This is an optimization exercise on Yosys and OpenROAD, whose aim is small area, a short achievable clock period and few clock cycles per item, not a production implementation.
In this exercise RTL edits were held to simulation tests only and were not proved equivalent to the original.
No activity file was given, so power comes from the tool's default toggle rates.

==> flow/design.v <==
`timescale 1ns / 1ps
module simon2share(clk, data_ina, data_inb, data_rdy, cipher_out, Done, Trig);
input clk;
input data_ina, data_inb;
input [1:0] data_rdy;
output [127:0] cipher_out;
output reg Done, Trig;
reg [1:0] rdy_r;       
reg ina_r, inb_r;      
reg [7:0] counter;     
reg [6:0] ptcnt;       
always @(posedge clk) begin
	rdy_r <= data_rdy;
	ina_r <= data_ina;
	inb_r <= data_inb;
end
wire idle  = (rdy_r == 2'd0);
wire ld_pt = (rdy_r == 2'd1);
wire ld_k  = (rdy_r == 2'd2);
wire run   = (rdy_r == 2'd3);
wire [7:0] counter_next = idle ? 8'd0 : (run ? counter + 8'd1 : counter);
wire [6:0] ptcnt_next   = ld_k ? 7'd0 : (ld_pt ? ptcnt + 7'd1 : ptcnt);
always @(posedge clk) begin
	counter <= counter_next;
	ptcnt   <= ptcnt_next;
end
wire n_pt  = (data_rdy == 2'd1);
wire n_k   = (data_rdy == 2'd2);
wire n_run = (data_rdy == 2'd3);
wire n_ph  = counter_next[0];
wire n_A   = n_run && !n_ph;                        
wire n_B   = n_run && n_ph;                         
wire n_H   = !(n_run || n_pt);                      
wire n_yl  = n_pt && (ptcnt_next[6] == 1'b0 || ptcnt_next[5:0] == 6'd0);   
wire n_YE  = n_A || n_yl;                           
wire n_KE  = n_k || n_B;                            
reg sA_a, sB_a, sS_a, sH_a;        
reg sA_bn, sB_bn, sS_bn, sH_bn;    
reg yE, yH;                        
reg kS, kU, kH;                    
always @(posedge clk) begin
	sA_a <= n_A;   sB_a <= n_B;   sS_a <= n_pt;  sH_a <= n_H;
	yE <= n_YE;    yH <= !n_YE;
	kS <= n_k;     kU <= n_B;     kH <= !n_KE;
	sA_bn <= !n_A;  sB_bn <= !n_B;  sS_bn <= !n_pt; sH_bn <= !n_H;
end
wire [0:127] Z = {68'b10101111011100000011010010011000101000010001111110010110110011101011, 60'd0};
reg zr;
always @(posedge clk)
	zr <= Z[counter[7:1]];
always @(posedge clk) begin
	Trig <= (counter_next == 8'd1);
	Done <= n_run && run && (counter == 8'd135);
end
reg [7:0] oe_n;
always @(posedge clk) begin
	oe_n[0] <= !(n_run && run && (counter == 8'd135));
	oe_n[1] <= !(n_run && run && (counter[0:0] == 1'd1) && (counter[7:1] == 7'd67));
	oe_n[2] <= !(n_run && run && (counter[1:0] == 2'd3) && (counter[7:2] == 6'd33));
	oe_n[3] <= !(n_run && run && (counter[2:0] == 3'd7) && (counter[7:3] == 5'd16));
	oe_n[4] <= !(n_run && run && (counter[3:0] == 4'd7) && (counter[7:4] == 4'd8));
	oe_n[5] <= !(n_run && run && (counter[4:0] == 5'd7) && (counter[7:5] == 3'd4));
	oe_n[6] <= !(n_run && run && (counter[5:0] == 6'd7) && (counter[7:6] == 2'd2));
	oe_n[7] <= !(n_run && run && (counter[6:0] == 7'd7) && (counter[7:7] == 1'd1));
end
reg [63:0] Xa, Ya, Xb, Yb;
wire [63:0] Xa1 = {Xa[62:0], Xa[63]};
wire [63:0] Xa2 = {Xa[61:0], Xa[63:62]};
wire [63:0] Xa8 = {Xa[55:0], Xa[63:56]};
wire [63:0] Xb1 = {Xb[62:0], Xb[63]};
wire [63:0] Xb2 = {Xb[61:0], Xb[63:62]};
wire [63:0] Xb8 = {Xb[55:0], Xb[63:56]};
wire [63:0] Ya1 = {Ya[62:0], Ya[63]};
wire [63:0] Ya8 = {Ya[55:0], Ya[63:56]};
wire [63:0] Yb1 = {Yb[62:0], Yb[63]};
wire [63:0] Yb8 = {Yb[55:0], Yb[63:56]};
reg [63:0] KXa, KXb, KYa, KYb;
wire [63:0] sa1 = Ya ^ Xa2 ^ (Xa1 & Xa8);
wire [63:0] sb1 = Yb ^ Xb2 ^ (Xb1 & Xb8);
wire [63:0] sa2 = Xa ^ KYa ^ (Ya1 & Yb8);
wire [63:0] sb2 = Xb ^ KYb ^ (Yb1 & Ya8);
always @(posedge clk) begin
	Xa <= ({64{sA_a}} & sa1) | ({64{sB_a}} & sa2) | ({64{sS_a}} & {ina_r, Xa[63:1]}) | ({64{sH_a}} & Xa);
	Xb <= ({64{!sA_bn}} & sb1) | ({64{!sB_bn}} & sb2) | ({64{!sS_bn}} & {inb_r, Xb[63:1]}) | ({64{!sH_bn}} & Xb);
	Ya <= ({64{yE}} & Xa) | ({64{yH}} & Ya);
	Yb <= ({64{yE}} & Xb) | ({64{yH}} & Yb);
end
wire [63:0] c = 64'hfffffffffffffffc;
wire [63:0] kxa_upd = c ^ {63'd0, zr} ^ KYa ^ {KXa[2:0], KXa[63:3]} ^ {KXa[3:0], KXa[63:4]};
wire [63:0] kxb_upd = KYb ^ {KXb[2:0], KXb[63:3]} ^ {KXb[3:0], KXb[63:4]};
always @(posedge clk) begin
	KXa <= ({64{kS}} & {ina_r, KXa[63:1]})   | ({64{kU}} & kxa_upd) | ({64{kH}} & KXa);
	KYa <= ({64{kS}} & {KXa[0], KYa[63:1]})  | ({64{kU}} & KXa)     | ({64{kH}} & KYa);
	KXb <= ({64{kS}} & {inb_r, KXb[63:1]})   | ({64{kU}} & kxb_upd) | ({64{kH}} & KXb);
	KYb <= ({64{kS}} & {KXb[0], KYb[63:1]})  | ({64{kU}} & KXb)     | ({64{kH}} & KYb);
end
wire [127:0] xy_a = {Xa, Ya};
wire [127:0] xy_b = {Xb, Yb};
wire [127:0] gate_n = {{16{oe_n[7]}}, {16{oe_n[6]}}, {16{oe_n[5]}}, {16{oe_n[4]}},
                       {16{oe_n[3]}}, {16{oe_n[2]}}, {16{oe_n[1]}}, {16{oe_n[0]}}};
assign cipher_out = (xy_a & ~gate_n) ^ (xy_b & ~gate_n);
endmodule
clock: 4.2 ns
lec_check: 0
cap_margin: 20
core_margin: 2
core_utilization: 65
cts_cluster_diameter: 80
cts_cluster_size: 24
place_density: 0.72
setup_slack_margin: 1.85
slew_margin: 20
standard.sh (not shown) runs the stock make flow with config.mk's settings and CLKGATE_MAP_FILE= SYNTH_SCRIPT=/design/flow/synth_recipe.tcl, a recipe that flattens the netlist after the stock synthesis.
==> flow/flow/run.sh <==
#!/bin/bash
# Standard ORFS layout (the standard.sh, standard synthesis unchanged) with two changes:
#  - port buffers are plain buf_2 cells instead of the delay cells buffer_ports picks by default;
#  - timing repair after CTS may change a cell's footprint (so it can resize those buffers).
# The make output goes to standard.log; each ORFS step keeps its own log under orfs/logs.
set -uo pipefail
bash standard.sh \
  MATCH_CELL_FOOTPRINT=0 \
  "BUFFER_PORTS_ARGS=-buffer_cell sky130_fd_sc_hd__buf_2" \
  finish > standard.log 2>&1
The first run finished with timing, DRC and antenna clean.
Testbench counts at the start, summed over its fixed seeds: cycles 202,240, encryptions 512.
Then changed:
--- a/flow/config.mk
+++ b/flow/config.mk
@@ -10 +10 @@
-export CORE_UTILIZATION = 65
+export CORE_UTILIZATION = 75
@@ -13 +13 @@
-export PLACE_DENSITY = 0.72
+export PLACE_DENSITY = 0.8
Effect:
- via count is higher by a few percent
- routed wire length came out higher slightly
- sequential share of layout area stays flat
- register-to-register slack gains 0.07 ns
- final area barely changes
- total power increases slightly
Then changed:
--- a/flow/config.mk
+++ b/flow/config.mk
@@ -10 +10 @@
-export CORE_UTILIZATION = 75
+export CORE_UTILIZATION = 65
@@ -13,2 +13,2 @@
-export PLACE_DENSITY = 0.8
-export SETUP_SLACK_MARGIN = 1.85
+export PLACE_DENSITY = 0.72
+export SETUP_SLACK_MARGIN = 1.9
Outcome:
- The changed run completed without violations
- wire length came out higher by 0.72%
- first-iteration DRC count came out lower by 4.4%
- global-route usage fell by 5.1 points
- design area came out higher by 3.7%
- final cell count came out higher by 3.8%

re-timing with driven ports:
The flow's constraints put no driver on any port. The routed layouts listed below were extracted and timed again, unchanged, in two steps.
Step 1 (the two cells are an assumption about what drives the block):
set clk [get_ports {clk}]
set_driving_cell -lib_cell sky130_fd_sc_hd__clkbuf_16 $clk
set_driving_cell -lib_cell sky130_fd_sc_hd__buf_2 [delete_from_list [all_inputs] $clk]
Step 2 moves the port delays by t, midway between the first and last clock arrival at a register: inputs arrive t later, outputs are due t later. That takes back most of the time a late clock gives input paths.
a / b / c = no drivers / after step 1 / after step 2; a / b = the first two.
run	t (ns)	slack for setup (ns)	latest minus earliest clock arrival (ns)	worst slew at a driven data input, ns
the first run	0.655	1.865 / 1.805 / 1.922	0.034 / 0.033	0.03
the second run	0.665	1.849 / 1.789 / 1.991	0.030 / 0.029	0.04
the third run	0.657	1.912 / 1.854 / 1.933	0.028 / 0.027	0.03
After both steps setup and hold are still met in every run listed.
